From an optimization exercise on the open Yosys and OpenROAD flow, aimed at small area, a short achievable clock period and few clock cycles per item; shortcuts taken in it are not production practice. RTL that was checked went through simulation tests only; none was proved equivalent to the original. For runs 1 to 3, only the layout was checked, not whether the RTL still works. No activity file was given, so power comes from the tool's default toggle rates.

===== config.mk =====
export PLATFORM = sky130hd
export DESIGN_NAME = Out_of_Order_divider
export DESIGN_NICKNAME = Out_of_Order_divider
export VERILOG_FILES = /design/flow/design.v
export SDC_FILE = /design/flow/constraint.sdc
export NUM_CORES = 4
export LEC_CHECK = 0
export CAP_MARGIN = 20
export CORE_MARGIN = 2
export CORE_UTILIZATION = 40
export PLACE_DENSITY = 0.6
export SLEW_MARGIN = 20

===== constraint.sdc =====
create_clock -name core_clock -period 6.0 [get_ports {clk}]
set_input_delay 1.2000 -clock core_clock [delete_from_list [all_inputs] [get_ports {clk}]]
set_output_delay 1.2000 -clock core_clock [all_outputs]
set_load 0.01 [all_outputs]

===== design.v =====
module single_divider (Clk, a_in, d_in, q_out, r_out);
input Clk;
input [7:0] a_in, d_in;
output [7:0] q_out, r_out;
wire [0:0] x0 = a_in[7:7];
wire [1:0] b_0;
wire [0:0] df_0;
assign b_0[0] = 1'b0;
assign df_0[0] = x0[0] ^ d_in[0] ^ b_0[0];
assign b_0[1] = (~x0[0] & d_in[0]) | (~(x0[0] ^ d_in[0]) & b_0[0]);
wire ge_0 = (d_in[7:1] == 0) && !b_0[1];
wire [0:0] r1 = ge_0 ? df_0 : x0;
wire [0:0] qq1 = {ge_0};
wire [6:0] aa1 = a_in[6:0];
wire [1:0] x1 = {r1, aa1[6:6]};
wire [2:0] b_1;
wire [1:0] df_1;
assign b_1[0] = 1'b0;
assign df_1[0] = x1[0] ^ d_in[0] ^ b_1[0];
assign b_1[1] = (~x1[0] & d_in[0]) | (~(x1[0] ^ d_in[0]) & b_1[0]);
assign df_1[1] = x1[1] ^ d_in[1] ^ b_1[1];
assign b_1[2] = (~x1[1] & d_in[1]) | (~(x1[1] ^ d_in[1]) & b_1[1]);
wire ge_1 = (d_in[7:2] == 0) && !b_1[2];
wire [1:0] r2 = ge_1 ? df_1 : x1;
wire [1:0] qq2 = {qq1, ge_1};
wire [5:0] aa2 = aa1[5:0];
wire [2:0] x2 = {r2, aa2[5:5]};
wire [3:0] b_2;
wire [2:0] df_2;
assign b_2[0] = 1'b0;
assign df_2[0] = x2[0] ^ d_in[0] ^ b_2[0];
assign b_2[1] = (~x2[0] & d_in[0]) | (~(x2[0] ^ d_in[0]) & b_2[0]);
assign df_2[1] = x2[1] ^ d_in[1] ^ b_2[1];
assign b_2[2] = (~x2[1] & d_in[1]) | (~(x2[1] ^ d_in[1]) & b_2[1]);
assign df_2[2] = x2[2] ^ d_in[2] ^ b_2[2];
assign b_2[3] = (~x2[2] & d_in[2]) | (~(x2[2] ^ d_in[2]) & b_2[2]);
wire ge_2 = (d_in[7:3] == 0) && !b_2[3];
wire [2:0] r3 = ge_2 ? df_2 : x2;
wire [2:0] qq3 = {qq2, ge_2};
wire [4:0] aa3 = aa2[4:0];
reg [2:0] r_p1;
always @(posedge Clk) r_p1 <= r3;
reg [4:0] a_p1;
always @(posedge Clk) a_p1 <= aa3;
reg [2:0] q_p1;
always @(posedge Clk) q_p1 <= qq3;
reg [7:0] d_p1;
always @(posedge Clk) d_p1 <= d_in;
wire [3:0] x3 = {r_p1, a_p1[4:4]};
wire [4:0] b_3;
wire [3:0] df_3;
assign b_3[0] = 1'b0;
assign df_3[0] = x3[0] ^ d_p1[0] ^ b_3[0];
assign b_3[1] = (~x3[0] & d_p1[0]) | (~(x3[0] ^ d_p1[0]) & b_3[0]);
assign df_3[1] = x3[1] ^ d_p1[1] ^ b_3[1];
assign b_3[2] = (~x3[1] & d_p1[1]) | (~(x3[1] ^ d_p1[1]) & b_3[1]);
assign df_3[2] = x3[2] ^ d_p1[2] ^ b_3[2];
assign b_3[3] = (~x3[2] & d_p1[2]) | (~(x3[2] ^ d_p1[2]) & b_3[2]);
assign df_3[3] = x3[3] ^ d_p1[3] ^ b_3[3];
assign b_3[4] = (~x3[3] & d_p1[3]) | (~(x3[3] ^ d_p1[3]) & b_3[3]);
wire ge_3 = (d_p1[7:4] == 0) && !b_3[4];
wire [3:0] r4 = ge_3 ? df_3 : x3;
wire [3:0] qq4 = {q_p1, ge_3};
wire [3:0] aa4 = a_p1[3:0];
wire [4:0] x4 = {r4, aa4[3:3]};
wire [5:0] b_4;
wire [4:0] df_4;
assign b_4[0] = 1'b0;
assign df_4[0] = x4[0] ^ d_p1[0] ^ b_4[0];
assign b_4[1] = (~x4[0] & d_p1[0]) | (~(x4[0] ^ d_p1[0]) & b_4[0]);
assign df_4[1] = x4[1] ^ d_p1[1] ^ b_4[1];
assign b_4[2] = (~x4[1] & d_p1[1]) | (~(x4[1] ^ d_p1[1]) & b_4[1]);
assign df_4[2] = x4[2] ^ d_p1[2] ^ b_4[2];
assign b_4[3] = (~x4[2] & d_p1[2]) | (~(x4[2] ^ d_p1[2]) & b_4[2]);
assign df_4[3] = x4[3] ^ d_p1[3] ^ b_4[3];
assign b_4[4] = (~x4[3] & d_p1[3]) | (~(x4[3] ^ d_p1[3]) & b_4[3]);
assign df_4[4] = x4[4] ^ d_p1[4] ^ b_4[4];
assign b_4[5] = (~x4[4] & d_p1[4]) | (~(x4[4] ^ d_p1[4]) & b_4[4]);
wire ge_4 = (d_p1[7:5] == 0) && !b_4[5];
wire [4:0] r5 = ge_4 ? df_4 : x4;
wire [4:0] qq5 = {qq4, ge_4};
wire [2:0] aa5 = aa4[2:0];
reg [4:0] r_p2;
always @(posedge Clk) r_p2 <= r5;
reg [2:0] a_p2;
always @(posedge Clk) a_p2 <= aa5;
reg [4:0] q_p2;
always @(posedge Clk) q_p2 <= qq5;
reg [7:0] d_p2;
always @(posedge Clk) d_p2 <= d_p1;
wire [5:0] x5 = {r_p2, a_p2[2:2]};
wire [6:0] b_5;
wire [5:0] df_5;
assign b_5[0] = 1'b0;
assign df_5[0] = x5[0] ^ d_p2[0] ^ b_5[0];
assign b_5[1] = (~x5[0] & d_p2[0]) | (~(x5[0] ^ d_p2[0]) & b_5[0]);
assign df_5[1] = x5[1] ^ d_p2[1] ^ b_5[1];
assign b_5[2] = (~x5[1] & d_p2[1]) | (~(x5[1] ^ d_p2[1]) & b_5[1]);
assign df_5[2] = x5[2] ^ d_p2[2] ^ b_5[2];
assign b_5[3] = (~x5[2] & d_p2[2]) | (~(x5[2] ^ d_p2[2]) & b_5[2]);
assign df_5[3] = x5[3] ^ d_p2[3] ^ b_5[3];
assign b_5[4] = (~x5[3] & d_p2[3]) | (~(x5[3] ^ d_p2[3]) & b_5[3]);
assign df_5[4] = x5[4] ^ d_p2[4] ^ b_5[4];
assign b_5[5] = (~x5[4] & d_p2[4]) | (~(x5[4] ^ d_p2[4]) & b_5[4]);
assign df_5[5] = x5[5] ^ d_p2[5] ^ b_5[5];
assign b_5[6] = (~x5[5] & d_p2[5]) | (~(x5[5] ^ d_p2[5]) & b_5[5]);
wire ge_5 = (d_p2[7:6] == 0) && !b_5[6];
wire [5:0] r6 = ge_5 ? df_5 : x5;
wire [5:0] qq6 = {q_p2, ge_5};
wire [1:0] aa6 = a_p2[1:0];
wire [6:0] x6 = {r6, aa6[1:1]};
wire [7:0] b_6;
wire [6:0] df_6;
assign b_6[0] = 1'b0;
assign df_6[0] = x6[0] ^ d_p2[0] ^ b_6[0];
assign b_6[1] = (~x6[0] & d_p2[0]) | (~(x6[0] ^ d_p2[0]) & b_6[0]);
assign df_6[1] = x6[1] ^ d_p2[1] ^ b_6[1];
assign b_6[2] = (~x6[1] & d_p2[1]) | (~(x6[1] ^ d_p2[1]) & b_6[1]);
assign df_6[2] = x6[2] ^ d_p2[2] ^ b_6[2];
assign b_6[3] = (~x6[2] & d_p2[2]) | (~(x6[2] ^ d_p2[2]) & b_6[2]);
assign df_6[3] = x6[3] ^ d_p2[3] ^ b_6[3];
assign b_6[4] = (~x6[3] & d_p2[3]) | (~(x6[3] ^ d_p2[3]) & b_6[3]);
assign df_6[4] = x6[4] ^ d_p2[4] ^ b_6[4];
assign b_6[5] = (~x6[4] & d_p2[4]) | (~(x6[4] ^ d_p2[4]) & b_6[4]);
assign df_6[5] = x6[5] ^ d_p2[5] ^ b_6[5];
assign b_6[6] = (~x6[5] & d_p2[5]) | (~(x6[5] ^ d_p2[5]) & b_6[5]);
assign df_6[6] = x6[6] ^ d_p2[6] ^ b_6[6];
assign b_6[7] = (~x6[6] & d_p2[6]) | (~(x6[6] ^ d_p2[6]) & b_6[6]);
wire ge_6 = (d_p2[7:7] == 0) && !b_6[7];
wire [6:0] r7 = ge_6 ? df_6 : x6;
wire [6:0] qq7 = {qq6, ge_6};
wire [0:0] aa7 = aa6[0:0];
reg [6:0] r_p3;
always @(posedge Clk) r_p3 <= r7;
reg [0:0] a_p3;
always @(posedge Clk) a_p3 <= aa7;
reg [6:0] q_p3;
always @(posedge Clk) q_p3 <= qq7;
reg [7:0] d_p3;
always @(posedge Clk) d_p3 <= d_p2;
wire [7:0] x7 = {r_p3, a_p3[0:0]};
wire ge_7_1 = 1'b1 && (x7 >= d_p3[7:0]);
wire [7:0] df_7_1 = x7 - d_p3[7:0];
wire [7:0] r8 = ge_7_1 ? df_7_1 : x7;
wire [7:0] qq8 = {q_p3, ge_7_1};
assign q_out = qq8;
assign r_out = r8;
endmodule
`timescale 1 ns / 100 ps
module Out_of_Order_divider (clk, rst, start, memory_write_complete, dd_addr, dd_data, qr_we, qr_addr, qr_data);
input clk, rst, start;
output memory_write_complete;
output [4:0] dd_addr;
input [15:0] dd_data;
output qr_we;
output [4:0] qr_addr;
output [15:0] qr_data;
reg [5:0] cnt;
reg run;
wire last = run && (cnt == 6'd34);
always @(posedge clk, posedge rst)
begin
  if (rst) begin
    cnt <= 6'd0;
    run <= 1'b0;
  end else if (last) begin
    cnt <= 6'd0;
    run <= 1'b0;
  end else if (start || run) begin
    cnt <= cnt + 6'd1;
    run <= 1'b1;
  end
end
wire [5:0] wcnt = cnt - 6'd3;
assign dd_addr = cnt[4:0];
assign qr_we = run && (cnt >= 6'd3);
assign qr_addr = wcnt[4:0];
assign memory_write_complete = last;
single_divider divider (.Clk(clk), .a_in(dd_data[15:8]), .d_in(dd_data[7:0]), .q_out(qr_data[15:8]), .r_out(qr_data[7:0]));
endmodule

===== flow/run.sh =====
#!/bin/bash
# The standard layout, with every input and output port buffered by a
# sky130_fd_sc_hd__buf_1 instead of the resizer's default choice.
set -euo pipefail
bash standard.sh BUFFER_PORTS_ARGS="-buffer_cell sky130_fd_sc_hd__buf_1" ADDER_MAP_FILE= finish > standard.log 2>&1

===== standard.sh =====
#!/bin/bash
# synth_recipe.tcl (not shown) runs the flow's synth.tcl, then flattens the netlist and writes it again
# the make line also repeats each setting of config.mk as NAME=value (left out here)
make -C /OpenROAD-flow-scripts/flow DESIGN_CONFIG=/design/flow/config.mk WORK_HOME=/design/flow/orfs CLKGATE_MAP_FILE= SYNTH_SCRIPT=/design/flow/synth_recipe.tcl "${@:-finish}"

==> results of run 1 <==
-- Yosys cell counts, drive strengths merged, types with 3 or more instances --
master / number
o31ai: 3
nand3: 7
or3: 3
a211oi: 4
nand2b: 7
nor2: 32
maj3: 12
xor2: 12
clkbuf: 9
nand2: 38
a21boi: 3
dfrtp: 7
xnor2: 31
o21a: 3
o21ai: 21
dfxtp: 63
nor3: 14
inv: 27
a21oi: 9
mux2i: 3
nor2b: 9
a31oi: 4
or2: 4
buf: 9
and2: 5
-- metal layers --
metal | track usage | vias up
li1 | - | 1382
met5 | 0 | -
met3 | 0.0407 | 5
met4 | 0.0393 | 0
met2 | 0.251 | 46
met1 | 0.155 | 1197
-- metrics by stage --
step / cell area (sq um) / power (W) / cells / worst slack (ps) / hold WS [ps]
floorplan: 3370 / 0.000873 / 380 / 1670 / 310
global placement: 3580 / 0.000934 / 513 / 1470 / 312
detailed placement: 3580 / 0.000943 / 513 / 1350 / 313
CTS: 3750 / 0.00127 / 529 / 971 / 328
global route: 3750 / 0.00134 / 529 / 747 / 334
finish: 3750 / 0.00125 / 529 / 1040 / 328
-- path summary, 6_finish.rpt --
kind | from | to | slack (ps) | cells past startpoint
setup reg to reg | divider.d_p2[0] | divider.r_p3[1] | 2360 | 12
setup / recovery | divider.d_p3[0] | qr_data[1] | 1040 | 13
hold / removal | divider.q_p2[2] | divider.q_p3[4] | 330 | 0
min in group asynchronous | rst | cnt[2] | 750 | 2
max in group asynchronous | rst | cnt[0] | 5050 | 2
hold reg to reg | divider.q_p2[2] | divider.q_p3[4] | 330 | 0
-- cells by family after synthesis --
family,synth area share
adder cells (fa/ha/maj),0.0383
flip-flops,0.426
multiplexers,0.0123
AO/OA/AOI/OAI,0.160
XOR/XNOR,0.112
AND/OR/NAND/NOR,0.194
buffers and inverters,0.0579
-- sequential cells by signal, indices dropped and copies added, names as in the netlist, 3 cells and up --
register,count
divider.q_p2,5
divider.r_p3,7
divider.r_p2,5
divider.q_p3,7
divider.d_p2,8
divider.r_p1,3
divider.a_p2,3
divider.d_p3,8
cnt,6
divider.q_p1,3
divider.a_p1,5
divider.d_p1,8
-- placed cells by master, fill, tap and decap left out, types with 3 or more instances in the layout --
cell type	n
xnor2_1	31
a211oi_1	3
nor2b_1	9
dfrtp_1	7
nand3_1	7
clkbuf_1	3
dfxtp_1	63
inv_2	3
maj3_2	7
nand2b_1	6
o31ai_1	3
o21ai_1	6
and2_1	5
a31oi_1	3
xor2_1	12
a21oi_1	9
buf_1	46
nor2_1	31
or3_1	3
mux2i_1	3
o21ai_0	15
nand2_1	38
nor3_1	13
o21a_1	3
clkbuf_8	10
or2_2	3
inv_1	24
maj3_1	5
-- report_power, final --
group          internal, W  switching (W)  leakage (nW)  total, W
registers         0.000518      0.0000683         0.607  0.000586
logic             0.000154       0.000190         0.757  0.000344
clock network     0.000161       0.000162        0.0796  0.000323
total             0.000833       0.000421          1.44   0.00125
-- critical path, stage by stage (launching register included) --
cell and delay (ps):
dfxtp_1 310, nor2b_1 140, maj3_1 390, maj3_2 340
maj3_2 340, maj3_2 330, maj3_1 370, nor2_1 180
nor2_1 60, nor2_1 180, maj3_1 360, nand2_1 110
xnor2_1 150, buf_1 160
-- final cells by class --
class | count | area [sq um]
fill | 829 | 4430
multi-input combinational | 265 | 1740
sequential | 70 | 1440
timing repair buffer | 46 | 173
clock buffer | 13 | 149
tap | 105 | 131
inverter | 27 | 101
clock inverter | 3 | 20.0
==> flow_summary.yaml, run 1 <==
routing:
  wire_per_inst_um: 11.3
  drtPass1Iterations: 4
  wl_met2_um: 3000
  drc: 0
  num_vias: 2630
  wl_um: 5960
  highest_layer: "met4"
  ant_nets: 0
  drtIter0Drc: 104
  viasPerCell: 4.97
  wl_met3_um: 249
  wl_met1_um: 2660
synth:
  netlist.top_cell.by_area: "dfxtp_1"
  ys_seq_elements: 70
  ys_types: 67
  syn_nets: 399
  synth_edf_count: 0
  synth_top_area_share: 0.374
  netlist_area_sq_um: 3370
  synth_area_leaders: "dfxtp_1 (37%), xnor2_1 (8.1%), dfrtp_1 (5.2%)"
  synthFlopType: "dfxtp_1"
  synthCells: 380
  yosysSeqAreaShare: 0.426
  ys_warn_count: 2
  postSynthAreaPerCell_sq_um: 8.86
  async_flop_share: 0.100
die:
  coreArea_sq_um: 8180
  dieArea_sq_um: 9170
  initial_core_util: 0.412
  fp.dieH_um: 95.8
  ioPinCount: 47
  dieWidth_um: 95.8
  num_rows: 33
timing:
  tns_ps: 0
  fin_crit_ps: 4960
  slew_violations: 0
  clock.fmax_ghz: 0.202
  tightestPinTransition_ps: 703
  slew_headroom: 0.527
  hold_viol: 0
  period_share: 0.826
  rsz0062_at_grt: "no"
  setup_violations: 0
  clock-skew-final_ps: 6.51
worst_setup_path:
  required_ps: 4800
  crit_path_start_kind: "flop"
  critical_path.max_fanout: 7
  end_kind: "primary output"
  crit_arrival_ps: 3760
  crit_type: "reg2out"
outcome:
  outcome: "finished clean"
clocking:
  clock_latency_ps: 330
  clk_pin_slew_ps: 70
  root_buffer: "clkbuf_8"
  clock_path_buffers: 2
  ctsHtreeMaxLevel: 3
  cts_setup_buffers: 0
  cts_sinks: 70
  cts_resized: 0
  numCtsBuffers: 9
  cts_tree: "done"
  cts_hold_buf: 0
placement:
  portBuffers: 46
  place_congestion: 0.837
  dpl.hpwl_um: 4560
grt:
  grt_pass1_vias: 2343
  grt_start_max_net_pins: 12
  overflow: 0
  grtUsageTotal: 0.138
  antenna_found_initial: 0
  grt_pass1_wl_um: 9950
pwr:
  peakVddDrop_v: 0.000140
  leakagePower_nw: 1.44
  p_per_area_nw_per_um2: 335
min_path:
  min_path_type: "reg2reg"
finish:
  diodes: 0
  areaGrowthSynthToFinish_pct: 11.3
  layout-drive-gt1-share: 0.0802
  fin_nets: 438
  final_util: 0.458
flow_run:
  cap_violations: 0
==> run 2: changes to the inputs <==
--- a/design.v
+++ b/design.v
@@ -131,17 +131,27 @@
 wire [6:0] qq7 = {qq6, ge_6};
 wire [0:0] aa7 = aa6[0:0];
-reg [6:0] r_p3;
-always @(posedge Clk) r_p3 <= r7;
-reg [0:0] a_p3;
-always @(posedge Clk) a_p3 <= aa7;
-reg [6:0] q_p3;
-always @(posedge Clk) q_p3 <= qq7;
-reg [7:0] d_p3;
-always @(posedge Clk) d_p3 <= d_p2;
-wire [7:0] x7 = {r_p3, a_p3[0:0]};
-wire ge_7_1 = 1'b1 && (x7 >= d_p3[7:0]);
-wire [7:0] df_7_1 = x7 - d_p3[7:0];
-wire [7:0] r8 = ge_7_1 ? df_7_1 : x7;
-wire [7:0] qq8 = {q_p3, ge_7_1};
+wire [7:0] x7 = {r7, aa7[0:0]};
+wire [8:0] b_7;
+wire [7:0] df_7;
+assign b_7[0] = 1'b0;
+assign df_7[0] = x7[0] ^ d_p2[0] ^ b_7[0];
+assign b_7[1] = (~x7[0] & d_p2[0]) | (~(x7[0] ^ d_p2[0]) & b_7[0]);
+assign df_7[1] = x7[1] ^ d_p2[1] ^ b_7[1];
+assign b_7[2] = (~x7[1] & d_p2[1]) | (~(x7[1] ^ d_p2[1]) & b_7[1]);
+assign df_7[2] = x7[2] ^ d_p2[2] ^ b_7[2];
+assign b_7[3] = (~x7[2] & d_p2[2]) | (~(x7[2] ^ d_p2[2]) & b_7[2]);
+assign df_7[3] = x7[3] ^ d_p2[3] ^ b_7[3];
+assign b_7[4] = (~x7[3] & d_p2[3]) | (~(x7[3] ^ d_p2[3]) & b_7[3]);
+assign df_7[4] = x7[4] ^ d_p2[4] ^ b_7[4];
+assign b_7[5] = (~x7[4] & d_p2[4]) | (~(x7[4] ^ d_p2[4]) & b_7[4]);
+assign df_7[5] = x7[5] ^ d_p2[5] ^ b_7[5];
+assign b_7[6] = (~x7[5] & d_p2[5]) | (~(x7[5] ^ d_p2[5]) & b_7[5]);
+assign df_7[6] = x7[6] ^ d_p2[6] ^ b_7[6];
+assign b_7[7] = (~x7[6] & d_p2[6]) | (~(x7[6] ^ d_p2[6]) & b_7[6]);
+assign df_7[7] = x7[7] ^ d_p2[7] ^ b_7[7];
+assign b_7[8] = (~x7[7] & d_p2[7]) | (~(x7[7] ^ d_p2[7]) & b_7[7]);
+wire ge_7 = 1'b1 && !b_7[8];
+wire [7:0] r8 = ge_7 ? df_7 : x7;
+wire [7:0] qq8 = {qq7, ge_7};
 assign q_out = qq8;
 assign r_out = r8;
@@ -158,5 +168,5 @@
 reg [5:0] cnt;
 reg run;
-wire last = run && (cnt == 6'd34);
+wire last = run && (cnt == 6'd33);
 always @(posedge clk, posedge rst)
 begin
@@ -172,7 +182,7 @@
   end
 end
-wire [5:0] wcnt = cnt - 6'd3;
+wire [5:0] wcnt = cnt - 6'd2;
 assign dd_addr = cnt[4:0];
-assign qr_we = run && (cnt >= 6'd3);
+assign qr_we = run && (cnt >= 6'd2);
 assign qr_addr = wcnt[4:0];
 assign memory_write_complete = last;
==> flow_summary.yaml, run 2 <==
outcome:
  outcome: "failed layout checks"
  failed_checks: "setup timing"
timing:
  slew_headroom: 0.600
  layout_setup_ws_ps: -525
  slew_violations: 0
  setup_violations: 9
  period_share: 1.09
  fin_crit_ps: 6520
  tightestPinTransition_ps: 595
  rsz0062_at_grt: "yes"
  hold_viol: 0
  clock.fmax_ghz: 0.153
  clock-skew-final_ps: 6.75
pwr:
  peakVddDrop_v: 0.000164
  power.total_w: 0.00108
  leakagePower_nw: 1.57
  p_per_area_nw_per_um2: 279
clocking:
  clock_latency_ps: 290
  cts_hold_buf: 0
  root_buffer: "clkbuf_8"
  cts_sinks: 47
  numCtsBuffers: 5
  clock_path_buffers: 2
  clk_pin_slew_ps: 80
  cts_tree: "done"
  ctsHtreeMaxLevel: 2
routing:
  wl_um: 6810
  ant_nets: 0
  viasPerCell: 4.96
  drtIter0Drc: 108
  num_vias: 2744
  wire_per_inst_um: 12.3
  drtPass1Iterations: 5
  drc: 0
finish:
  fin_nets: 472
  reg.largest.list: "divider.d_p1 (8), divider.d_p2 (8), cnt (6)"
  areaGrowthSynthToFinish_pct: 31.6
  mostFrequentLayoutCells: "buf_4 (57), nand2_1 (42), dfxtp_1 (38)"
  layout-drive-gt1-share: 0.258
  fillers: 709
  final_cell_area_sq_um: 3890
  final_common_cell: "buf_4"
  diodes: 0
die:
  coreArea_sq_um: 7210
  dieArea_sq_um: 8100
  ioPinCount: 47
  initial_core_util: 0.410
  dieWidth_um: 90.0
  num_rows: 31
  fp.dieH_um: 90.0
worst_setup_path:
  path_cells: "nor2b_4, maj3_2, a211o_1, and2_0, buf_4, inv_1, nand2_1, xnor2_1, maj3_2, a211oi_4, buf_4, nor3_1, nor3_1, or4_4, a221oi_4, o31ai_2, maj3_2, buf_6, or3_1, a32o_1, o211ai_2, xnor2_2, buf_2"
  end_kind: "primary output"
  crit_arrival_ps: 5320
  critical_path.max_fanout: 5
  crit_path_start_kind: "flop"
  required_ps: 4800
  crit_path_top_delay_cell: "or4_4"
  critPathBufInv: 5
  crit_top_cell: "maj3_2"
  critical_path.max_stage_delay_ps: 600
  crit_type: "reg2out"
  path_delay_family: "simple AND/OR/NAND/NOR gates"
placement:
  dpl.hpwl_um: 5370
  dpl_cell_area_sq_um: 3640
  portBuffers: 46
  place_congestion: 0.832
synth:
  ys_types: 61
  netlist_area_sq_um: 2960
  ys_seq_elements: 47
  synthCells: 360
  synth_top_area_share: 0.271
  synth_edf_count: 0
  async_flop_share: 0.149
  yosysSeqAreaShare: 0.330
  yosysMostFrequentCell: "nand2_1"
  synth_area_leaders: "dfxtp_1 (27%), xnor2_1 (11%), dfrtp_1 (5.9%)"
  netlist.top_cell.by_area: "dfxtp_1"
  synth_common_cells: "nand2_1 (46), dfxtp_1 (40), xnor2_1 (37)"
  syn_nets: 379
  synthFlopType: "dfxtp_1"
  postSynthAreaPerCell_sq_um: 8.22
  ys_warn_count: 2
min_path:
  min_path_type: "reg2reg"
grt:
  grtUsageTotal: 0.172
  grt_pass1_vias: 2664
  antenna_found_initial: 0
  overflow: 0
  grt_pass1_wl_um: 11600
  grt_start_max_net_pins: 16
flow_run:
  cap_violations: 0
## run 2: cell types whose count changed in the layout (fill, tap and decap cells not counted), moves of 5 or more
cell     previous run  this run
buf_1              46        37
dfxtp_1            63        38
o21ai_1             6         0
buf_4               0        57
buf_2               0         7
maj3_1              5        11
nor2_1             31        26
## run 2: worst paths after layout
check	end	cells after the start	slack, ps	from
hold reg to reg	divider.q_p2[2]	0	330	divider.q_p1[0]
max in group asynchronous	run	2	5010	rst
setup / recovery	qr_data[1]	23	-520	divider.d_p2[0]
hold / removal	divider.q_p2[2]	0	330	divider.q_p1[0]
min in group asynchronous	cnt[3]	2	780	rst
setup reg to reg	divider.r_p2[1]	18	1470	divider.d_p1[0]
## run 2: final cells by class
type	count	area (sq um)	share of cell area
clock buffers	6	82.6	0.0212
clock inverters	2	16.3	0.00418
inverters	23	86.3	0.0222
multi-input cells	270	1950	0.501
flip-flops and latches	47	978	0.251
well taps	99	124	0.0318
repair buffers	106	654	0.168
## run 2: per-stage QoR
stage	hold WS [ps]	utilization	setup WS [ps]	TNS, ps	std cells
after floorplan	310	-	-50.7	-115	360
after global placement	312	0.505	-173	-1010	538
after detailed placement	314	0.505	-224	-1340	538
after CTS	336	0.536	-432	-2990	552
after global routing	341	0.540	-766	-5880	553
final	332	0.540	-525	-3800	553
## run 2: kinds of logic after synthesis
group                    after synthesis  synth area share
AND/OR/NAND/NOR                      132             0.215
AO/OA/AOI/OAI                         68             0.171
XOR/XNOR                              52             0.154
flip-flops                            47             0.330
buffers and inverters                 43            0.0668
adder cells (fa/ha/maj)               16            0.0562
multiplexers                           2           0.00677
## run 2: timing repair
| item | in CTS | in global routing |
|---|---|---|
| setup buffers | 7 | 1 |
| pin swaps | 3 | 0 |
| endpoints found under the setup margin | 9 | 9 |
| resized for setup | 17 | 6 |
## run 2: worst register-to-register path: stages, from the launching register on
cell and delay (ps):
dfxtp_1 370, nor2b_1 170, maj3_1 400, maj3_1 410, maj3_1 360, nor3_1 200, buf_4 200, xnor2_1 120
o22ai_1 90, a32o_1 240, maj3_1 400, maj3_1 420, a21oi_1 150, o21ba_2 240, nor3b_1 200, a21oi_1 60
o21ai_0 150, a32oi_1 90, xnor2_1 140
## run 2: report_power, final
part | leakage [nW] | switching, W | internal (W)
sequential | 0.415 | 0.0000466 | 0.000349
clock | 0.0474 | 0.000100 | 0.0000940
combinational | 1.10 | 0.000250 | 0.000245
## run 2: per-layer routing
| metal | GRT usage | part of all wire | wire (um) | vias up |
|---|---|---|---|---|
| met5 | 0 | 0 | 0 | - |
| met4 | 0.0590 | 0.0073 | 50 | 0 |
| met1 | 0.194 | 0.43 | 2900 | 1254 |
| met2 | 0.320 | 0.53 | 3590 | 72 |
| li1 | - | - | - | 1414 |
| met3 | 0.0344 | 0.039 | 264 | 4 |
==> run 3: changes to the inputs <==
--- a/design.v
+++ b/design.v
@@ -131,29 +131,49 @@
 wire [6:0] qq7 = {qq6, ge_6};
 wire [0:0] aa7 = aa6[0:0];
-wire [7:0] x7 = {r7, aa7[0:0]};
-wire [8:0] b_7;
-wire [7:0] df_7;
-assign b_7[0] = 1'b0;
-assign df_7[0] = x7[0] ^ d_p2[0] ^ b_7[0];
-assign b_7[1] = (~x7[0] & d_p2[0]) | (~(x7[0] ^ d_p2[0]) & b_7[0]);
-assign df_7[1] = x7[1] ^ d_p2[1] ^ b_7[1];
-assign b_7[2] = (~x7[1] & d_p2[1]) | (~(x7[1] ^ d_p2[1]) & b_7[1]);
-assign df_7[2] = x7[2] ^ d_p2[2] ^ b_7[2];
-assign b_7[3] = (~x7[2] & d_p2[2]) | (~(x7[2] ^ d_p2[2]) & b_7[2]);
-assign df_7[3] = x7[3] ^ d_p2[3] ^ b_7[3];
-assign b_7[4] = (~x7[3] & d_p2[3]) | (~(x7[3] ^ d_p2[3]) & b_7[3]);
-assign df_7[4] = x7[4] ^ d_p2[4] ^ b_7[4];
-assign b_7[5] = (~x7[4] & d_p2[4]) | (~(x7[4] ^ d_p2[4]) & b_7[4]);
-assign df_7[5] = x7[5] ^ d_p2[5] ^ b_7[5];
-assign b_7[6] = (~x7[5] & d_p2[5]) | (~(x7[5] ^ d_p2[5]) & b_7[5]);
-assign df_7[6] = x7[6] ^ d_p2[6] ^ b_7[6];
-assign b_7[7] = (~x7[6] & d_p2[6]) | (~(x7[6] ^ d_p2[6]) & b_7[6]);
-assign df_7[7] = x7[7] ^ d_p2[7] ^ b_7[7];
-assign b_7[8] = (~x7[7] & d_p2[7]) | (~(x7[7] ^ d_p2[7]) & b_7[7]);
+reg [6:0] r_p3;
+always @(posedge Clk) r_p3 <= r7;
+reg [0:0] a_p3;
+always @(posedge Clk) a_p3 <= aa7;
+reg [6:0] q_p3;
+always @(posedge Clk) q_p3 <= qq7;
+reg [7:0] d_p3;
+always @(posedge Clk) d_p3 <= d_p2;
+wire [7:0] x7 = {r_p3, a_p3[0:0]};
+wire [7:0] g_7 = ~x7 & d_p3[7:0];
+wire [7:0] t_7 = ~(x7 ^ d_p3[7:0]);
+wire G7_1_1 = g_7[1] | (t_7[1] & g_7[0]);
+wire T7_1_1 = t_7[1] & t_7[0];
+wire G7_1_3 = g_7[3] | (t_7[3] & g_7[2]);
+wire T7_1_3 = t_7[3] & t_7[2];
+wire G7_1_5 = g_7[5] | (t_7[5] & g_7[4]);
+wire T7_1_5 = t_7[5] & t_7[4];
+wire G7_1_7 = g_7[7] | (t_7[7] & g_7[6]);
+wire T7_1_7 = t_7[7] & t_7[6];
+wire G7_2_2 = g_7[2] | (t_7[2] & G7_1_1);
+wire T7_2_2 = t_7[2] & T7_1_1;
+wire G7_2_3 = G7_1_3 | (T7_1_3 & G7_1_1);
+wire T7_2_3 = T7_1_3 & T7_1_1;
+wire G7_2_6 = g_7[6] | (t_7[6] & G7_1_5);
+wire T7_2_6 = t_7[6] & T7_1_5;
+wire G7_2_7 = G7_1_7 | (T7_1_7 & G7_1_5);
+wire T7_2_7 = T7_1_7 & T7_1_5;
+wire G7_4_4 = g_7[4] | (t_7[4] & G7_2_3);
+wire T7_4_4 = t_7[4] & T7_2_3;
+wire G7_4_5 = G7_1_5 | (T7_1_5 & G7_2_3);
+wire T7_4_5 = T7_1_5 & T7_2_3;
+wire G7_4_6 = G7_2_6 | (T7_2_6 & G7_2_3);
+wire T7_4_6 = T7_2_6 & T7_2_3;
+wire G7_4_7 = G7_2_7 | (T7_2_7 & G7_2_3);
+wire T7_4_7 = T7_2_7 & T7_2_3;
+wire [8:0] b_7 = {G7_4_7, G7_4_6, G7_4_5, G7_4_4, G7_2_3, G7_2_2, G7_1_1, g_7[0], 1'b0};
 wire ge_7 = 1'b1 && !b_7[8];
-wire [7:0] r8 = ge_7 ? df_7 : x7;
-wire [7:0] qq8 = {qq7, ge_7};
-assign q_out = qq8;
-assign r_out = r8;
+wire [7:0] r8 = x7 ^ ({8{ge_7}} & (d_p3[7:0] ^ b_7[7:0]));
+wire [7:0] qq8 = {q_p3, ge_7};
+reg [7:0] r_p4;
+always @(posedge Clk) r_p4 <= r8;
+reg [7:0] q_p4;
+always @(posedge Clk) q_p4 <= qq8;
+assign q_out = q_p4;
+assign r_out = r_p4;
 endmodule
 `timescale 1 ns / 100 ps
@@ -168,5 +188,5 @@
 reg [5:0] cnt;
 reg run;
-wire last = run && (cnt == 6'd33);
+wire last = run && (cnt == 6'd35);
 always @(posedge clk, posedge rst)
 begin
@@ -182,7 +202,7 @@
   end
 end
-wire [5:0] wcnt = cnt - 6'd2;
+wire [5:0] wcnt = cnt - 6'd4;
 assign dd_addr = cnt[4:0];
-assign qr_we = run && (cnt >= 6'd2);
+assign qr_we = run && (cnt >= 6'd4);
 assign qr_addr = wcnt[4:0];
 assign memory_write_complete = last;
==> flow_summary.yaml, run 3 <==
pwr:
  p_sw_frac: 0.337
  power.total_w: 0.00146
  clockPowerShare: 0.276
  power_switching_w: 0.000492
  p_int_w: 0.000967
  p_seq_frac: 0.489
  peakVddDrop_v: 0.000114
  pwr-share-comb: 0.235
  p_per_area_nw_per_um2: 341
  leakagePower_nw: 1.61
synth:
  ys_types: 67
  ys_warn_count: 2
  syn_nets: 437
  synth_common_cells: "dfxtp_1 (79), nand2_1 (37), xnor2_1 (37)"
  ys_seq_elements: 86
  yosysMostFrequentCell: "dfxtp_1"
  netlist_area_sq_um: 3860
  postSynthAreaPerCell_sq_um: 9.23
  async_flop_share: 0.0814
  synthFlopType: "dfxtp_1"
  netlist.top_cell.by_area: "dfxtp_1"
  synth_edf_count: 0
  synthCells: 418
  synth_top_area_share: 0.410
  synth_area_leaders: "dfxtp_1 (41%), xnor2_1 (8.4%), dfrtp_1 (4.5%)"
  yosysSeqAreaShare: 0.455
routing:
  viasPerCell: 4.91
  wire_per_inst_um: 11.3
  drtPass1Iterations: 4
  num_vias: 2892
  drtIter0Drc: 139
  wl_um: 6630
  ant_nets: 0
  drc: 0
worst_setup_path:
  crit_type: "reg2reg"
  required_ps: 6290
  crit_path_start_kind: "flop"
  end_kind: "flop"
  crit_arrival_ps: 3620
  critical_path.max_fanout: 15
finish:
  fin_nets: 474
  diodes: 0
  layout-drive-gt1-share: 0.0696
  final_common_cell: "dfxtp_1"
  areaGrowthSynthToFinish_pct: 11.0
  mostFrequentLayoutCells: "dfxtp_1 (79), buf_1 (46), xnor2_1 (37), nand2_1 (37), nor2_1 (31)"
  final_util: 0.461
timing:
  hold_slack_ps: 333
  setup_violations: 0
  rsz0062_at_grt: "no"
  clock-skew-final_ps: 12.0
  slew_violations: 0
  hold_viol: 0
  slew_headroom: 0.660
  period_share: 0.555
  tightestPinTransition_ps: 508
  clock.fmax_ghz: 0.300
  fin_crit_ps: 3330
  tns_ps: 0
placement:
  place_congestion: 0.872
  portBuffers: 46
  dpl.hpwl_um: 5070
grt:
  antenna_found_initial: 0
  grt_start_max_net_pins: 19
  overflow: 0
  grt_pass1_vias: 2653
  grtUsageTotal: 0.141
  grt_pass1_wl_um: 11600
die:
  fp.dieH_um: 102
  ioPinCount: 47
  num_rows: 35
  initial_core_util: 0.416
  dieArea_sq_um: 10400
  coreArea_sq_um: 9280
  dieWidth_um: 102
outcome:
  outcome: "finished clean"
clocking:
  cts_sinks: 86
  root_buffer: "clkbuf_8"
  numCtsBuffers: 9
  cts_hold_buf: 0
  clock_path_buffers: 2
  clk_pin_slew_ps: 100
  clock_latency_ps: 360
  cts_setup_buffers: 0
  cts_tree: "done"
  cts_resized: 0
  ctsHtreeMaxLevel: 3
flow_run:
  cap_violations: 0
min_path:
  min_path_type: "reg2reg"
run 3: power by group through the flow:
stage	registers, W	logic (W)	clock network, W
final	0.000713	0.000343	0.000403
after global routing	0.000729	0.000392	0.000446
after CTS	0.000715	0.000348	0.000421
after detailed placement	0.000728	0.000347	0
after global placement	0.000726	0.000342	0
after floorplan	0.000715	0.000302	0
run 3: cell type report:
| class | instances | area [sq um] |
|---|---|---|
| Timing Repair Buffer | 46 | 173 |
| Clock inverter | 7 | 76.3 |
| Tap cell | 129 | 161 |
| Sequential cell | 86 | 1760 |
| Fill cell | 899 | 5000 |
| Inverter | 26 | 97.6 |
| Multi-Input combinational cell | 286 | 1890 |
| Clock buffer | 9 | 124 |
run 3: metal layers:
metal	GRT usage	part of all wire	wire length [um]	vias to the layer above
met4	0.0615	0.016	106	0
met5	0	0	0	-
met1	0.180	0.47	3120	1299
met2	0.223	0.47	3140	65
li1	-	-	-	1521
met3	0.0390	0.041	269	7
run 3: cell families after synthesis:
logic type | after synthesis | share of synthesized area
adder cells (fa/ha/maj) | 12 | 0.0331
XOR/XNOR | 48 | 0.109
flip-flops | 86 | 0.455
AND/OR/NAND/NOR | 133 | 0.172
buffers and inverters | 46 | 0.0538
AO/OA/AOI/OAI | 92 | 0.174
multiplexers | 1 | 0.00259
run 3: path summary, 6_finish.rpt:
path / slack [ps] / depth (start not counted) / from / end
setup reg to reg: 2670 / 11 / divider.d_p2[1] / divider.r_p3[1]
setup / recovery: 2670 / 11 / divider.d_p2[1] / divider.r_p3[1]
hold reg to reg: 330 / 0 / divider.q_p3[0] / divider.q_p4[1]
hold / removal: 330 / 0 / divider.q_p3[0] / divider.q_p4[1]
max in group asynchronous: 5070 / 2 / rst / cnt[3]
min in group asynchronous: 720 / 2 / rst / cnt[0]
run 3: metrics by stage:
step / area, sq um / worst slack, ps / cells
finish: 4280 / 2670 / 589
floorplan: 3860 / 2730 / 418
global route: 4280 / 2370 / 589
global placement: 4080 / 2500 / 573
detailed placement: 4080 / 2350 / 573
CTS: 4280 / 2670 / 589
run 3: worst max-delay path: stages, from the launching register on:
cell and delay, ps:
dfxtp_1 470, and3b_1 280, or4_1 530, o2111ai_1 250
nand2_1 250, a211oi_1 410, a41oi_1 190, nand2_1 150
a21o_1 340, a21oi_4 90, o221ai_2 170, xnor2_1 130
==> run 4: changes to the inputs <==
--- a/design.v
+++ b/design.v
@@ -140,34 +140,8 @@
 always @(posedge Clk) d_p3 <= d_p2;
 wire [7:0] x7 = {r_p3, a_p3[0:0]};
-wire [7:0] g_7 = ~x7 & d_p3[7:0];
-wire [7:0] t_7 = ~(x7 ^ d_p3[7:0]);
-wire G7_1_1 = g_7[1] | (t_7[1] & g_7[0]);
-wire T7_1_1 = t_7[1] & t_7[0];
-wire G7_1_3 = g_7[3] | (t_7[3] & g_7[2]);
-wire T7_1_3 = t_7[3] & t_7[2];
-wire G7_1_5 = g_7[5] | (t_7[5] & g_7[4]);
-wire T7_1_5 = t_7[5] & t_7[4];
-wire G7_1_7 = g_7[7] | (t_7[7] & g_7[6]);
-wire T7_1_7 = t_7[7] & t_7[6];
-wire G7_2_2 = g_7[2] | (t_7[2] & G7_1_1);
-wire T7_2_2 = t_7[2] & T7_1_1;
-wire G7_2_3 = G7_1_3 | (T7_1_3 & G7_1_1);
-wire T7_2_3 = T7_1_3 & T7_1_1;
-wire G7_2_6 = g_7[6] | (t_7[6] & G7_1_5);
-wire T7_2_6 = t_7[6] & T7_1_5;
-wire G7_2_7 = G7_1_7 | (T7_1_7 & G7_1_5);
-wire T7_2_7 = T7_1_7 & T7_1_5;
-wire G7_4_4 = g_7[4] | (t_7[4] & G7_2_3);
-wire T7_4_4 = t_7[4] & T7_2_3;
-wire G7_4_5 = G7_1_5 | (T7_1_5 & G7_2_3);
-wire T7_4_5 = T7_1_5 & T7_2_3;
-wire G7_4_6 = G7_2_6 | (T7_2_6 & G7_2_3);
-wire T7_4_6 = T7_2_6 & T7_2_3;
-wire G7_4_7 = G7_2_7 | (T7_2_7 & G7_2_3);
-wire T7_4_7 = T7_2_7 & T7_2_3;
-wire [8:0] b_7 = {G7_4_7, G7_4_6, G7_4_5, G7_4_4, G7_2_3, G7_2_2, G7_1_1, g_7[0], 1'b0};
-wire ge_7 = 1'b1 && !b_7[8];
-wire [7:0] r8 = x7 ^ ({8{ge_7}} & (d_p3[7:0] ^ b_7[7:0]));
-wire [7:0] qq8 = {q_p3, ge_7};
+wire ge_7_1 = 1'b1 && (x7 >= d_p3[7:0]);
+wire [7:0] df_7_1 = x7 - d_p3[7:0];
+wire [7:0] r8 = ge_7_1 ? df_7_1 : x7;
+wire [7:0] qq8 = {q_p3, ge_7_1};
 reg [7:0] r_p4;
 always @(posedge Clk) r_p4 <= r8;
==> flow/run.sh (replaced) <==
#!/bin/bash
# Layout flow: the standard layout (standard.sh: ORFS from synthesis to
# finish) with two changes to how the layout is made:
#  - synthesis leaves the adders to ABC (ADDER_MAP_FILE empty, so no full- or
#    half-adder cells are extracted) and ABC restructures the divider's borrow
#    chains for delay; the registers come out exactly as in the standard run;
#  - every input and output port is buffered by a sky130_fd_sc_hd__buf_1.
# The tools' full output goes to standard.log; ORFS keeps its per-step logs
# under orfs/logs.
set -euo pipefail
bash standard.sh BUFFER_PORTS_ARGS="-buffer_cell sky130_fd_sc_hd__buf_1" ADDER_MAP_FILE= finish > standard.log 2>&1
==> flow_summary.yaml, run 4 <==
synth:
  netlist_area_sq_um: 3780
  ys_types: 69
  ys_seq_elements: 86
  synth_edf_count: 0
  yosysMostFrequentCell: "dfxtp_1"
  synthCells: 394
  syn_nets: 413
  synth-simple-area-share: 0.157
  synthMuxAreaShare: 0.00265
  async_flop_share: 0.0814
  synth_xor_area_frac: 0.116
  synthAdderAreaFrac: 0.0337
  postSynthAreaPerCell_sq_um: 9.60
  synth_compound_area_frac: 0.176
  ys_warn_count: 2
  yosysSeqAreaShare: 0.464
  synth_top_area_share: 0.418
  synth_area_leaders: "dfxtp_1 (42%), xnor2_1 (8.6%), dfrtp_1 (4.6%)"
  synthFlopType: "dfxtp_1"
  netlist.top_cell.by_area: "dfxtp_1"
  synth_top_family_by_area: "compound AO/OA/AOI/OAI gates"
  synth_common_cells: "dfxtp_1 (79), xnor2_1 (37), nand2_1 (35)"
die:
  dieArea_sq_um: 10300
  ioPinCount: 47
  num_rows: 35
  coreArea_sq_um: 9200
  dieWidth_um: 101
  fp.dieH_um: 101
  initial_core_util: 0.411
placement:
  dpl_cell_area_sq_um: 4000
  place_congestion: 0.846
  dpl.hpwl_um: 4980
  portBuffers: 46
finish:
  fin_nets: 452
  mostFrequentLayoutCells: "dfxtp_1 (79), buf_1 (46), xnor2_1 (37)"
  areaGrowthSynthToFinish_pct: 10.9
  multiInputGateArea_sq_um: 1840
  ff_latch_area_sq_um: 1760
  layout-drive-gt1-share: 0.0845
  final_common_cell: "dfxtp_1"
  fillers: 896
  diodes: 0
  final_cell_area_sq_um: 4200
timing:
  tns_ps: 0
  slew_violations: 0
  fin_crit_ps: 3370
  period_share: 0.562
  hold_viol: 0
  setup_violations: 0
  clock.fmax_ghz: 0.297
  tightestPinTransition_ps: 565
  slew_headroom: 0.621
  clock-skew-final_ps: 15.6
  rsz0062_at_grt: "no"
routing:
  num_vias: 2791
  wire_per_inst_um: 12.2
  viasPerCell: 5.08
  drc: 0
  drtIter0Drc: 90
  ant_nets: 0
  wl_um: 6700
  drtPass1Iterations: 5
pwr:
  peakVddDrop_v: 0.000111
  power.total_w: 0.00145
  p_int_w: 0.000965
  leakagePower_nw: 1.57
  power_switching_w: 0.000485
  pwr-share-comb: 0.233
  p_seq_frac: 0.494
  clockPowerShare: 0.273
  p_per_area_nw_per_um2: 346
  p_sw_frac: 0.334
clocking:
  clock_path_buffers: 2
  cts_tree: "done"
  cts_hold_buf: 0
  clock_latency_ps: 360
  numCtsBuffers: 9
  root_buffer: "clkbuf_8"
  cts_setup_buffers: 0
  clk_pin_slew_ps: 100
  ctsHtreeMaxLevel: 3
  cts_sinks: 86
  cts_resized: 0
worst_setup_path:
  critical_path.max_stage_delay_ps: 590
  end_kind: "flop"
  path_cells: "buf_1, or4_1, or3_1, o21bai_1, a31oi_1, o21a_1, maj3_1, nor3_1, nand3_1, a21boi_0, o221ai_1, a21oi_1"
  crit_path_start_kind: "primary input"
  crit_arrival_ps: 3680
  critPathBufInv: 1
  required_ps: 6310
  crit_path_top_delay_cell: "or4_1"
  critical_path.max_fanout: 5
  path_delay_family: "simple AND/OR/NAND/NOR gates"
  crit_type: "in2reg"
grt:
  grt_pass1_wl_um: 11400
  grt_start_max_net_pins: 19
  grt_pass1_vias: 2598
  grtUsageTotal: 0.140
  overflow: 0
  antenna_found_initial: 0
outcome:
  outcome: "finished clean"
min_path:
  min_path_type: "reg2reg"
flow_run:
  cap_violations: 0
-- run 4: cell count changes after synthesis, moves of 3 or more --
| cell | before | now |
|---|---|---|
| nor2_1 | 31 | 23 |
| nand2b_1 | 10 | 6 |
| o21ai_1 | 4 | 0 |
| o31a_1 | 5 | 1 |
| a211oi_1 | 6 | 3 |
| nor3b_1 | 4 | 1 |
-- run 4: worst paths after layout --
| kind | start | endpoint | slack [ps] | depth (start not counted) |
|---|---|---|---|---|
| setup / recovery | dd_data[4] | divider.r_p1[1] | 2630 | 12 |
| max in group asynchronous | rst | cnt[2] | 5060 | 2 |
| setup reg to reg | divider.d_p2[1] | divider.r_p3[1] | 2640 | 11 |
| hold / removal | divider.q_p2[3] | divider.q_p3[5] | 330 | 0 |
| hold reg to reg | divider.q_p2[3] | divider.q_p3[5] | 330 | 0 |
| min in group asynchronous | rst | cnt[1] | 720 | 2 |
-- run 4: cell type report --
type | instances | share of cell area
clock buffers | 9 | 0.0295
clock inverters | 7 | 0.0179
inverters | 24 | 0.0215
multi-input cells | 266 | 0.438
flip-flops and latches | 86 | 0.419
well taps | 111 | 0.0331
repair buffers | 46 | 0.0412
-- run 4: kinds of logic (layout without fill, tap and decap cells) --
logic type / after synthesis / after routing
muxes: 1 / 1
buffers and inverters: 42 / 86
adders and majority gates: 12 / 12
xor gates and xnor gates: 50 / 50
DFF: 86 / 86
and+or+nand+nor: 117 / 117
AOI/OAI and AO/OA: 86 / 86
-- run 4: per-layer routing --
layer / wire (um) / GRT usage
met1: 3000 / 0.162
met2: 3350 / 0.240
met3: 230 / 0.0407
met4: 112 / 0.0644
met5: 0 / 0
-- run 4: worst register-to-register path, delay by kind of cell, from the launching register on --
kind | cells | cell delay [ps]
and+or+nand+nor | 4 | 1240
AOI/OAI and AO/OA | 6 | 1440
xor gates and xnor gates | 1 | 130
DFF | 1 | 470
-- run 4: stage by stage --
step                hold slack [ps]   util  cells  setup WS (ps)
floorplan                       310      -    394           2600
global placement                311  0.435    533           2360
detailed placement              312  0.435    533           2270
CTS                             329  0.456    549           2600
global route                    333  0.456    549           2390
finish                          330  0.456    549           2630
-- run 4: power by group through the flow --
stage          Clock [W]  Combinational, W  Sequential, W
6_report        0.000396          0.000337       0.000717
5_1_grt         0.000441          0.000383       0.000731
4_1_cts         0.000417          0.000341       0.000717
3_5_place_dp           0          0.000341       0.000730
3_3_place_gp           0          0.000336       0.000728
2_1_floorplan          0          0.000286       0.000724
Testbench counts of run 4, summed over its fixed seeds: cycles 6,912, jobs 192.
==> run 5: changes to the inputs <==
--- a/design.v
+++ b/design.v
@@ -161,22 +161,17 @@
 output [15:0] qr_data;
 reg [5:0] cnt;
-reg run;
-wire last = run && (cnt == 6'd35);
+wire last = cnt[5] && (cnt[1:0] == 2'd3);
 always @(posedge clk, posedge rst)
 begin
-  if (rst) begin
+  if (rst)
     cnt <= 6'd0;
-    run <= 1'b0;
-  end else if (last) begin
+  else if (last)
     cnt <= 6'd0;
-    run <= 1'b0;
-  end else if (start || run) begin
+  else if (start || cnt != 6'd0)
     cnt <= cnt + 6'd1;
-    run <= 1'b1;
-  end
 end
 wire [5:0] wcnt = cnt - 6'd4;
 assign dd_addr = cnt[4:0];
-assign qr_we = run && (cnt >= 6'd4);
+assign qr_we = (cnt >= 6'd4);
 assign qr_addr = wcnt[4:0];
 assign memory_write_complete = last;
==> flow/run.sh (replaced) <==
#!/bin/bash
# Layout flow: the standard layout (standard.sh: ORFS from synthesis to
# finish) with three changes to how the layout is made:
#  - synthesis leaves the adders to ABC (ADDER_MAP_FILE empty, so no full- or
#    half-adder cells are extracted) and ABC restructures the divider's borrow
#    chains for delay; the registers come out exactly as in the standard run;
#  - every input and output port is buffered by a sky130_fd_sc_hd__buf_1;
#  - clock tree synthesis inserts no dummy loads (-dont_use_dummy_load).
# The tools' full output goes to standard.log; ORFS keeps its per-step logs
# under orfs/logs.
set -euo pipefail
bash standard.sh BUFFER_PORTS_ARGS="-buffer_cell sky130_fd_sc_hd__buf_1" ADDER_MAP_FILE= \
  CTS_ARGS="-sink_clustering_enable -repair_clock_nets -dont_use_dummy_load" finish > standard.log 2>&1
--- a/config.mk
+++ b/config.mk
@@ -6,7 +6,9 @@
 export NUM_CORES = 4
 export LEC_CHECK = 0
+export ABC_AREA = 1
 export CAP_MARGIN = 20
 export CORE_MARGIN = 2
 export CORE_UTILIZATION = 40
 export PLACE_DENSITY = 0.6
+export SETUP_SLACK_MARGIN = 2.8
 export SLEW_MARGIN = 20
==> flow_summary.yaml, run 5 <==
routing:
  num_vias: 2551
  wl_um: 5430
  ant_nets: 0
  drc: 0
  wire_per_inst_um: 9.49
  drtPass1Iterations: 4
  viasPerCell: 4.46
  drtIter0Drc: 69
pwr:
  p_per_area_nw_per_um2: 352
  p_seq_frac: 0.519
  power_switching_w: 0.000422
  peakVddDrop_v: 0.000114
  leakagePower_nw: 1.83
  p_int_w: 0.000901
  clockPowerShare: 0.229
  pwr-share-comb: 0.252
  p_sw_frac: 0.319
grt:
  grt_pass1_wl_um: 9290
  antenna_found_initial: 0
  grt_pass1_vias: 2248
  grtUsageTotal: 0.130
  grt_start_max_net_pins: 17
  overflow: 0
clocking:
  clk_pin_slew_ps: 100
  ctsHtreeMaxLevel: 3
  cts_setup_buffers: 0
  cts_tree: "done"
  clock_latency_ps: 360
  numCtsBuffers: 9
  clock_path_buffers: 2
  root_buffer: "clkbuf_8"
  cts_sinks: 85
synth:
  synth_top_family_by_area: "simple AND/OR/NAND/NOR gates"
  netlist_area_sq_um: 3380
  synth_top_area_share: 0.467
  synth_edf_count: 0
  yosysMostFrequentCell: "nand2_1"
  synth_compound_area_frac: 0.0873
  synth_area_leaders: "dfxtp_1 (47%), nand2_1 (11%), inv_1 (6.3%)"
  ys_types: 38
  synth_common_cells: "nand2_1 (99), dfxtp_1 (79), inv_1 (57)"
  async_flop_share: 0.0706
  ys_seq_elements: 85
  synth_xor_area_frac: 0.0570
  synthFlopType: "dfxtp_1"
  syn_nets: 439
  netlist.top_cell.by_area: "dfxtp_1"
  ys_warn_count: 2
  synthAdderAreaFrac: 0.00333
  synthMuxAreaShare: 0
  yosysSeqAreaShare: 0.512
  postSynthAreaPerCell_sq_um: 8.06
  synthCells: 420
  synth-simple-area-share: 0.253
finish:
  fin_nets: 488
  mostFrequentLayoutCells: "nand2_1 (99), dfxtp_1 (79), inv_1 (57)"
  layout-drive-gt1-share: 0.0942
  final_common_cell: "nand2_1"
  areaGrowthSynthToFinish_pct: 11.1
  final_cell_area_sq_um: 3760
  fillers: 846
  diodes: 0
timing:
  period_share: 0.479
  tightestPinTransition_ps: 604
  rsz0062_at_grt: "no"
  hold_viol: 0
  clock.fmax_ghz: 0.348
  slew_violations: 0
  tns_ps: 0
  clock-skew-final_ps: 35.2
  setup_violations: 0
  slew_headroom: 0.596
  fin_crit_ps: 2870
worst_setup_path:
  required_ps: 6270
  startpoint: "dd_data[3]"
  r2r_start: "divider.d_p2[2]"
  reg2reg_depth: 28
  crit_path_start_kind: "primary input"
  r2r_slack_ps: 3240
  regToRegEndpoint: "divider.r_p3[2]"
  end_kind: "flop"
  endpoint: "divider.r_p1[0]"
  crit_type: "in2reg"
  critical_path.max_fanout: 5
  crit_arrival_ps: 3140
die:
  num_rows: 33
  initial_core_util: 0.412
  coreArea_sq_um: 8220
  ioPinCount: 47
  dieArea_sq_um: 9210
  dieWidth_um: 96.0
  fp.dieH_um: 96.0
placement:
  dpl.hpwl_um: 4270
  dpl_cell_area_sq_um: 3630
  place_congestion: 0.884
  portBuffers: 46
min_path:
  min_path_type: "reg2reg"
  holdCritStartpoint: "divider.q_p1[1]"
flow_run:
  cap_violations: 0
outcome:
  outcome: "finished clean"
-- run 5: changes by cell type after synthesis, moves of 7 or more --
cell,change
nor2b_1,-10
clkbuf_1,-7
nand2_1,+64
nor2_1,+22
nand2_2,+8
nand3_1,+11
xnor2_1,-29
inv_1,+34
-- run 5: area by class of cell --
cell class                 instances  area [sq um]  area share
sequential                        85          1730       0.461
multi-input combinational        264          1360       0.362
inverter                          63           239      0.0636
timing repair buffer              46           173      0.0460
tap                              105           131      0.0350
clock buffer                       9           124      0.0330
-- run 5: power groups by stage --
stage	Sequential [W]	Clock, W	Combinational [W]
floorplan	0.000706	0	0.000270
global placement	0.000698	0	0.000331
detailed placement	0.000700	0	0.000337
CTS	0.000687	0.000320	0.000338
global route	0.000698	0.000345	0.000384
finish	0.000686	0.000303	0.000333
-- run 5: critical path, stage by stage --
cell,delay (ps)
buf_1,80
nor4_1,250
nand2_1,120
nor2_1,200
o221ai_1,180
o221ai_1,290
nand2_1,90
inv_1,100
nor2_1,40
inv_1,50
o21bai_1,100
nor2_2,180
nand2_1,70
a22o_1,170
-- run 5: how the worst min path moves through the flow --
stage | cells past startpoint | endpoint
detailed placement | 0 | divider.q_p4[6]
floorplan | 0 | divider.a_p2[0]
CTS | 0 | divider.q_p2[3]
global placement | 0 | divider.a_p2[0]
finish | 0 | divider.q_p2[3]
global route | 0 | divider.q_p3[6]
-- run 5: cells by family (layout without fill, tap and decap cells) --
family	Yosys count	in the layout
AO/OA/AOI/OAI	47	47
XOR/XNOR	22	22
adder cells (fa/ha/maj)	1	1
buffers and inverters	71	118
flip-flops	85	85
AND/OR/NAND/NOR	194	194
-- run 5: what timing repair did --
item / 4_1_cts / 5_1_grt
hold buffers: 0 / 0
setup endpoints to repair: 0 / 1
gates resized for setup: 0 / 1
-- run 5: layer usage --
metal / wire length [um] / track usage
met1: 2520 / 0.148
met2: 2600 / 0.227
met3: 199 / 0.0329
met4: 117 / 0.0643
met5: 0 / 0
-- run 5: per-stage QoR --
stage	util	total power [W]	setup slack [ps]	cells	hold slack, ps
CTS	0.457	0.00135	3040	572	311
global route	0.457	0.00143	2870	572	320
finish	0.457	0.00132	3130	572	311
detailed placement	0.442	0.00104	2640	563	312
global placement	0.442	0.00103	2840	563	310
floorplan	-	0.000976	3100	420	310
Testbench counts of run 5, summed over its fixed seeds: cycles 6,912, jobs 192.
==> run 6: changes to the inputs <==
--- a/config.mk
+++ b/config.mk
@@ -11,4 +11,4 @@
 export CORE_UTILIZATION = 40
 export PLACE_DENSITY = 0.6
-export SETUP_SLACK_MARGIN = 2.8
+export SETUP_SLACK_MARGIN = 3.0
 export SLEW_MARGIN = 20
==> flow_summary.yaml, run 6 <==
synth:
  synth_area_leaders: "dfxtp_1 (47%), nand2_1 (11%), inv_1 (6.3%)"
  synthFlopType: "dfxtp_1"
  yosysMostFrequentCell: "nand2_1"
  synth_edf_count: 0
  postSynthAreaPerCell_sq_um: 8.06
  async_flop_share: 0.0706
  synth_common_cells: "nand2_1 (99), dfxtp_1 (79), inv_1 (57)"
  syn_nets: 439
  synth_top_area_share: 0.467
  ys_seq_elements: 85
  ys_warn_count: 2
  netlist.top_cell.by_area: "dfxtp_1"
  netlist_area_sq_um: 3380
  ys_types: 38
  yosysSeqAreaShare: 0.512
  synthCells: 420
worst_setup_path:
  required_ps: 6260
  critical_path.max_stage_delay_ps: 250
  critical_path.max_fanout: 5
  r2r_slack_ps: 3280
  r2r_start: "divider.r_p2[0]"
  crit_top_cell: "nand2_1"
  path_delay_family: "simple AND/OR/NAND/NOR gates"
  critPathBufInv: 3
  reg2reg_depth: 25
  regToRegEndpoint: "divider.r_p3[2]"
  end_kind: "flop"
  path_cells: "buf_1, nor4_1, nand2_1, nor2_2, o221ai_1, o221ai_2, nand2_1, inv_1, nor2_1, inv_1, o21bai_1, nor2_2, nand2_1, a22o_1"
  crit_arrival_ps: 3020
  crit_path_start_kind: "primary input"
  crit_type: "in2reg"
  crit_path_top_delay_cell: "nor4_1"
placement:
  portBuffers: 46
  pre_cts_ws_ps: 2640
  dpl.hpwl_um: 4270
  place_congestion: 0.884
timing:
  slew_violations: 0
  tightestPinTransition_ps: 601
  hold_viol: 0
  period_share: 0.460
  clock-skew-final_ps: 32.5
  slew_headroom: 0.598
  rsz0062_at_grt: "no"
  hold_slack_ps: 316
  tns_ps: 0
  fin_crit_ps: 2760
  clock.fmax_ghz: 0.362
  setup_violations: 0
  layout_setup_ws_ps: 3240
pwr:
  p_per_area_nw_per_um2: 351
  p_sw_frac: 0.319
  pwr-share-comb: 0.252
  p_int_w: 0.000902
  leakagePower_nw: 1.83
  clockPowerShare: 0.229
  p_seq_frac: 0.518
  power_switching_w: 0.000423
  peakVddDrop_v: 0.000114
clocking:
  ctsHtreeMaxLevel: 3
  clk_pin_slew_ps: 100
  root_buffer: "clkbuf_8"
  clock_path_buffers: 2
  cts_tree: "done"
  cts_setup_buffers: 0
  numCtsBuffers: 9
  cts_sinks: 85
  clock_latency_ps: 360
routing:
  drtIter0Drc: 68
  wl_um: 5420
  ant_nets: 0
  drtPass1Iterations: 4
  num_vias: 2553
  wire_per_inst_um: 9.47
  viasPerCell: 4.46
  drc: 0
grt:
  grt_pass1_vias: 2248
  overflow: 0
  grt_use_met1: 0.148
  antenna_found_initial: 0
  grtUsageTotal: 0.130
  grt_start_max_net_pins: 17
  met2_usage: 0.227
  grt_use_met3: 0.0329
  grt_busiest_layer: "met2"
  grt_pass1_wl_um: 9290
min_path:
  min_delay_worst_endpoint: "divider.q_p2[3]"
  hold_depth: 0
  holdCritStartpoint: "divider.q_p1[1]"
  min_path_type: "reg2reg"
finish:
  layout-drive-gt1-share: 0.107
  mostFrequentLayoutCells: "nand2_1 (98), dfxtp_1 (78), inv_1 (57)"
  final_common_cell: "nand2_1"
  areaGrowthSynthToFinish_pct: 11.6
  fin_nets: 488
  diodes: 0
  final_util: 0.460
die:
  dieWidth_um: 96.0
  coreArea_sq_um: 8220
  fp.dieH_um: 96.0
  ioPinCount: 47
  initial_core_util: 0.412
  dieArea_sq_um: 9210
  num_rows: 33
flow_run:
  cap_violations: 0
outcome:
  outcome: "finished clean"
run 6: layer usage:
| metal | part of all wire | wire length (um) |
|---|---|---|
| met2 | 0.48 | 2600 |
| met4 | 0.021 | 116 |
| met3 | 0.037 | 201 |
| met1 | 0.46 | 2500 |
| met5 | 0 | 0 |
run 6: how the worst max path moves through the flow:
stage | from | end | slack [ps] | depth (start not counted)
detailed placement | dd_data[3] | divider.r_p1[0] | 2640 | 14
global placement | dd_data[3] | divider.r_p1[0] | 2840 | 14
global route | divider.r_p2[0] | divider.r_p3[5] | 3030 | 27
CTS | dd_data[3] | divider.r_p1[0] | 3040 | 14
finish | dd_data[3] | divider.r_p1[0] | 3240 | 14
floorplan | dd_data[3] | divider.r_p1[0] | 3100 | 13
run 6: stage by stage:
stage,instances,power (W),instance area (sq um)
3_5_place_dp,563,0.00104,3630
4_1_cts,572,0.00135,3750
6_report,572,0.00132,3780
2_1_floorplan,420,0.000976,3380
3_3_place_gp,563,0.00103,3630
5_1_grt,572,0.00143,3780
run 6: timing repair:
action,4_1_cts,5_1_grt
endpoints found under the hold margin,0,0
endpoints found under the setup margin,0,10
hold buffers,0,0
gates resized for setup,0,7
run 6: power by group through the flow:
stage          registers (W)  logic (W)  clock network (W)
2_1_floorplan       0.000706   0.000270                  0
3_3_place_gp        0.000698   0.000331                  0
3_5_place_dp        0.000700   0.000337                  0
4_1_cts             0.000687   0.000338           0.000320
5_1_grt             0.000698   0.000385           0.000345
6_report            0.000686   0.000334           0.000304
run 6: layout make-up:
class | count | area [sq um]
fill | 846 | 4440
inverter | 63 | 239
timing repair buffer | 46 | 173
tap | 105 | 131
multi-input combinational | 264 | 1380
sequential | 85 | 1730
clock buffer | 9 | 124
run 6: cell families (layout without fill, tap and decap cells):
logic type      after synthesis  in the layout  share of synthesized area
simple gates                194            194                      0.253
flops                        85             85                      0.512
buf+inv                      71            118                     0.0873
compound gates               47             47                     0.0873
xor+xnor                     22             22                     0.0570
fa+ha+maj                     1              1                    0.00333

port drivers added, routing unchanged:
No port has a modelled driver above. Below, the same layouts with a new extraction and two added sets of constraints. Step 1: set_driving_cell puts a clkbuf_16 on clk and a buf_2 on each other input, an assumption about the parent block. Step 2, shift: input delay + t, output delay - t, t = (earliest + latest rising clock arrival at the registers) / 2. This alone moves slack from input paths to output paths. Three values: no drivers, after step 1, after step 2; two values: the first two.
run	t, ns	slack for setup (ns)	worst setup path after step 2	slew at the worst register clock pin (ns)	pins driven straight from the clock port
run 1	0.355	1.044 / 1.020 / 1.375	register to output	0.07 / 0.07	1
run 2	0.319	-0.525 / -0.554 / -0.235	register to output	0.09 / 0.09	1
run 3	0.385	2.669 / 2.669 / 2.305	input to register	0.10 / 0.10	1
run 4	0.387	2.628 / 2.638 / 2.251	input to register	0.10 / 0.10	1
run 5	0.372	3.126 / 3.136 / 2.764	input to register	0.10 / 0.10	1
run 6	0.370	3.238 / 3.247 / 2.876	input to register	0.10 / 0.10	1
The setup slack of run 4, which loses most, moves by +0.010 ns with the drivers and by -0.377 ns with both steps.
